This is an optimization exercise on Yosys and OpenROAD, whose aim is small area, a short achievable clock period and few clock cycles, not a production implementation.
Where RTL was checked, it was by simulation tests only, not by an equivalence proof against the original.
No activity file was given, so power comes from the tool's default toggle rates.

run 4:
==> module sap1, before the edit <==
module sap1(
    input        clk,
    input        clr,
    input        prog_we,
    input  [3:0] prog_addr,
    input  [7:0] prog_data,
    output [7:0] OUT,
    output       out_valid,
    output       halted,
    output [7:0] ACC
    );
    reg  [7:0] f_ir;      
    reg        e_valid;   
    reg        e_lda, e_add, e_sub, e_out, e_hlt;
    reg  [7:0] opnd;      
    reg  [7:0] a_reg;
    reg        hlt_r;
    reg        ov_r;
    wire [3:0] pc;
    wire [7:0] inst_data;
    wire [7:0] opnd_data;
    wire [7:0] mem0;
    wire       lda, add, sub, out, hlt;
    ram ram (
        .clk(clk),
        .we(prog_we),
        .wa(prog_addr),
        .wd(prog_data),
        .ia(pc),
        .id(inst_data),
        .oa(f_ir[3:0]),
        .od(opnd_data),
        .d0(mem0)
    );
    controller controller (
        .op(f_ir[7:4]),
        .lda(lda),
        .add(add),
        .sub(sub),
        .out(out),
        .hlt(hlt)
    );
    wire run = !hlt_r;
    pcounter program_counter (
        .clk(clk),
        .clr(clr),
        .cp(run),
        .pc(pc)
    );
    wire wr0 = prog_we && (prog_addr == 4'd0);
    always @(posedge clk)
        if (clr)
            f_ir <= wr0 ? prog_data : mem0;
        else
            f_ir <= inst_data;
    always @(posedge clk)
        e_valid <= !clr;
    always @(posedge clk)
        begin
            e_lda <= lda;
            e_add <= add;
            e_sub <= sub;
            e_out <= out;
            e_hlt <= hlt;
            opnd  <= opnd_data;
        end
    wire [7:0] a_in  = e_lda ? 8'd0 : a_reg;
    wire [7:0] b_in  = e_sub ? ~opnd : opnd;
    wire [7:0] a_sum = a_in + b_in + {7'd0, e_sub};
    always @(posedge clk)
        if (clr)
            a_reg <= 8'd0;
        else if (run && e_valid && (e_lda || e_add || e_sub))
            a_reg <= a_sum;
    wire e_outv = e_valid && e_out;
    wire hlt_next = (e_valid && e_hlt) || (hlt && !e_outv);
    always @(posedge clk)
        if (clr)
            hlt_r <= 1'b0;
        else if (run && hlt_next)
            hlt_r <= 1'b1;
    always @(posedge clk)
        if (clr)
            ov_r <= 1'b0;
        else
            ov_r <= run && e_outv;
    assign OUT = a_reg;
    assign ACC = a_reg;
    assign out_valid = ov_r;
    assign halted = hlt_r;
endmodule
clock: 4.0 ns
lec_check: 0
cap_margin: 20
core_margin: 2
core_utilization: 40
setup_slack_margin: 2.0
slew_margin: 20
run.sh (not shown) runs the stock make flow with config.mk's settings and CLKGATE_MAP_FILE= SYNTH_SCRIPT=/design/flow/synth_recipe.tcl, a recipe that flattens the netlist after the stock synthesis.
Edits applied to the flow inputs when going from run 4 to run 1:
--- a/flow/design.v
+++ b/flow/design.v
@@ -109,9 +109,8 @@
             e_hlt <= hlt;
             opnd  <= opnd_data;
         end
-    wire [7:0] a_in  = e_lda ? 8'd0 : a_reg;
     wire [7:0] b_in  = e_sub ? ~opnd : opnd;
-    wire [7:0] a_sum = a_in + b_in + {7'd0, e_sub};
+    wire [7:0] a_sum = e_lda ? opnd : a_reg + b_in + {7'd0, e_sub};
     always @(posedge clk)
         if (clr)
             a_reg <= 8'd0;
==> comparison <==
Run 1 reports a lower cell area than run 4 does. NOTE pin count of the biggest net entering global routing run 4->run 1 decreased by more than 10%. Between run 1 and run 4, it is run 1 whose met1 usage is higher, by 0.47 points. The first-pass GRT wire length reported for run 1 is smaller than that of run 4 by 5.3%. Run 1 and run 4 ended up with roughly the same data required time of the worst path. Clock period minus final worst setup slack for run 1 is higher than for run 4. [run 1] number of post-CTS setup repair buffers fell 9 relative to run 4. From run 4 to run 1 the numbers moved as follows: final core area utilization decreased by 0.96 points relative to the old numbers; power decreased by 0.10 mW relative to the old numbers; reported net switching power fell about 6%; number of cells in the finished layout apart from fillers lower; fraction of power consumed by the clock network picked up an extra 1.2 points.
No functional check of the RTL was part of any run of this note.

* * *

sap1, a different RTL version from the one above (not shown whole).
For scale: roughly 460 cells after synthesis, about 160 flip-flops, about 33 I/O pins, about 7700 um2 of cells after synthesis.
==> module sap1, before the edit <==
module sap1(
    input        clk,
    input        clr,
    input        prog_we,
    input  [3:0] prog_addr,
    input  [7:0] prog_data,
    output [7:0] OUT,
    output       out_valid,
    output       halted,
    output [7:0] ACC
    );
    reg  [7:0] f_ir;      
    reg        e_alu, e_lda, e_sub, e_out, e_hlt;   
    reg  [7:0] opnd;      
    reg  [7:0] a_reg;
    reg        hlt_r;
    reg        ov_r;
    wire [3:0] pc;
    wire [7:0] inst_data;
    wire [7:0] opnd_data;
    wire [7:0] mem0;
    wire       lda, add, sub, out, hlt;
    ram ram (
        .clk(clk),
        .we(prog_we),
        .wa(prog_addr),
        .wd(prog_data),
        .ia(pc),
        .id(inst_data),
        .oa(f_ir[3:0]),
        .od(opnd_data),
        .d0(mem0)
    );
    controller controller (
        .op(f_ir[7:4]),
        .lda(lda),
        .add(add),
        .sub(sub),
        .out(out),
        .hlt(hlt)
    );
    wire run = !hlt_r;
    pcounter program_counter (
        .clk(clk),
        .clr(load0),
        .cp(run),
        .pc(pc)
    );
    reg stale0;
    always @(posedge clk)
        stale0 <= clr && prog_we && (prog_addr == 4'd0);
    wire load0 = clr || stale0;
    always @(posedge clk)
        if (load0)
            f_ir <= mem0;
        else
            f_ir <= inst_data;
    always @(posedge clk)
        begin
            e_alu <= !load0 && (lda || add || sub);
            e_lda <= lda;
            e_sub <= sub;
            e_out <= !load0 && out;
            e_hlt <= !load0 && hlt;
            opnd  <= sub ? ~opnd_data : opnd_data;
        end
    wire [7:0] a_in  = e_lda ? 8'd0 : a_reg;
    wire [7:0] a_sum = a_in + opnd + {7'd0, e_sub};
    always @(posedge clk)
        if (clr)
            a_reg <= 8'd0;
        else if (run && e_alu)
            a_reg <= a_sum;
    wire hlt_next = e_hlt || (hlt && !e_out && !stale0);
    always @(posedge clk)
        if (clr)
            hlt_r <= 1'b0;
        else if (run && hlt_next)
            hlt_r <= 1'b1;
    always @(posedge clk)
        if (clr)
            ov_r <= 1'b0;
        else
            ov_r <= run && e_out;
    assign OUT = a_reg;
    assign ACC = a_reg;
    assign out_valid = ov_r;
    assign halted = hlt_r;
endmodule
==> flow/config.mk <==
export PLATFORM = sky130hd
export DESIGN_NAME = sap1
export DESIGN_NICKNAME = sap1
export VERILOG_FILES = /design/flow/design.v
export SDC_FILE = /design/flow/constraint.sdc
export NUM_CORES = 4
export LEC_CHECK = 0
export CAP_MARGIN = 20
export CORE_MARGIN = 2
export CORE_UTILIZATION = 60
export CTS_BUF_LIST = sky130_fd_sc_hd__clkbuf_8
export CTS_CLUSTER_SIZE = 40
export SETUP_SLACK_MARGIN = 2.0
export SLEW_MARGIN = 20
==> flow/constraint.sdc <==
create_clock -name core_clock -period 4.0 [get_ports {clk}]
set_input_delay 0.8000 -clock core_clock [delete_from_list [all_inputs] [get_ports {clk}]]
set_output_delay 0.8000 -clock core_clock [all_outputs]
set_load 0.01 [all_outputs]
standard.sh (not shown) runs the stock make flow with config.mk's settings and CLKGATE_MAP_FILE= SYNTH_SCRIPT=/design/flow/synth_recipe.tcl, a recipe that flattens the netlist after the stock synthesis.
==> flow/flow/run.sh <==
#!/bin/bash
# Standard layout, with the port buffers made of plain buffers, cell sizing
# free to change a cell's footprint, and clock tree synthesis without dummy
# loads.
set -euo pipefail
bash standard.sh MATCH_CELL_FOOTPRINT=0 \
    "BUFFER_PORTS_ARGS=-buffer_cell sky130_fd_sc_hd__buf_1" \
    "CTS_ARGS=-sink_clustering_enable -repair_clock_nets -sink_clustering_size 40 -buf_list sky130_fd_sc_hd__clkbuf_8 -dont_use_dummy_load" \
    REMOVE_ABC_BUFFERS=1 \
    finish > standard.log 2>&1
Rerun with:
--- a/flow/design.v
+++ b/flow/design.v
@@ -106,14 +106,13 @@
             e_lda <= lda;
             e_sub <= sub;
             e_out <= !load0 && out;
             e_hlt <= !load0 && hlt;
             opnd  <= sub ? ~opnd_data : opnd_data;
         end
-    wire [7:0] a_in  = e_lda ? 8'd0 : a_reg;
-    wire [7:0] a_sum = a_in + opnd + {7'd0, e_sub};
+    wire [7:0] a_sum = e_lda ? opnd : a_reg + opnd + {7'd0, e_sub};
     always @(posedge clk)
         if (clr)
             a_reg <= 8'd0;
         else if (run && e_alu)
             a_reg <= a_sum;
     wire hlt_next = e_hlt || (hlt && !e_out && !stale0);
After rerunning: Worst hold slack barely changes; design area drops by a few percent; first-iteration DRC count drops by about a fifth; wire length drops by roughly a tenth; power drops slightly; utilization drops by 1.3 points; sequential cell count is unchanged; die area drops slightly; via count drops by a few percent; cell count drops by a few percent; non-clock buffer count drops by 13; sequential power hardly moves.
Testbench counts after the change, summed over its fixed seeds: cycles 7,923.
Only the layout flow was run in the first run of this note; the RTL was not checked for function there.

[separate check: timing with driven ports]
Ports are ideal in the flow. The routed layouts listed here were re-timed in OpenROAD.
Step 1, drivers: a clkbuf_16 drives clk and a buf_2 each remaining input, both assumed.
Step 2 adds t to the input delays and takes it off the output delays; t is the mean of the earliest and latest rising clock arrival at the registers after step 1. Input paths then give back, and output paths get back, about the clock's delay inside the block.
Slacks: ideal ports / drivers / drivers and shift; pairs: ideal ports / drivers.
run | t, ns | slack for setup (ns) | latest minus earliest clock arrival (ns)
run 4 | 0.469 | 1.910 / 1.910 / 1.577 | 0.014 / 0.014
run 1 | 0.461 | 1.829 / 1.833 / 1.376 | 0.010 / 0.010
the first run of note 2 | 0.484 | 1.910 / 1.910 / 1.530 | 0.019 / 0.020
the second run of note 2 | 0.466 | 2.044 / 2.044 / 1.605 | 0.022 / 0.022
After both steps every run listed still meets setup and hold. For run 1, which loses most, drivers alone change the setup slack by +0.004 ns; drivers and shift together by -0.453 ns.
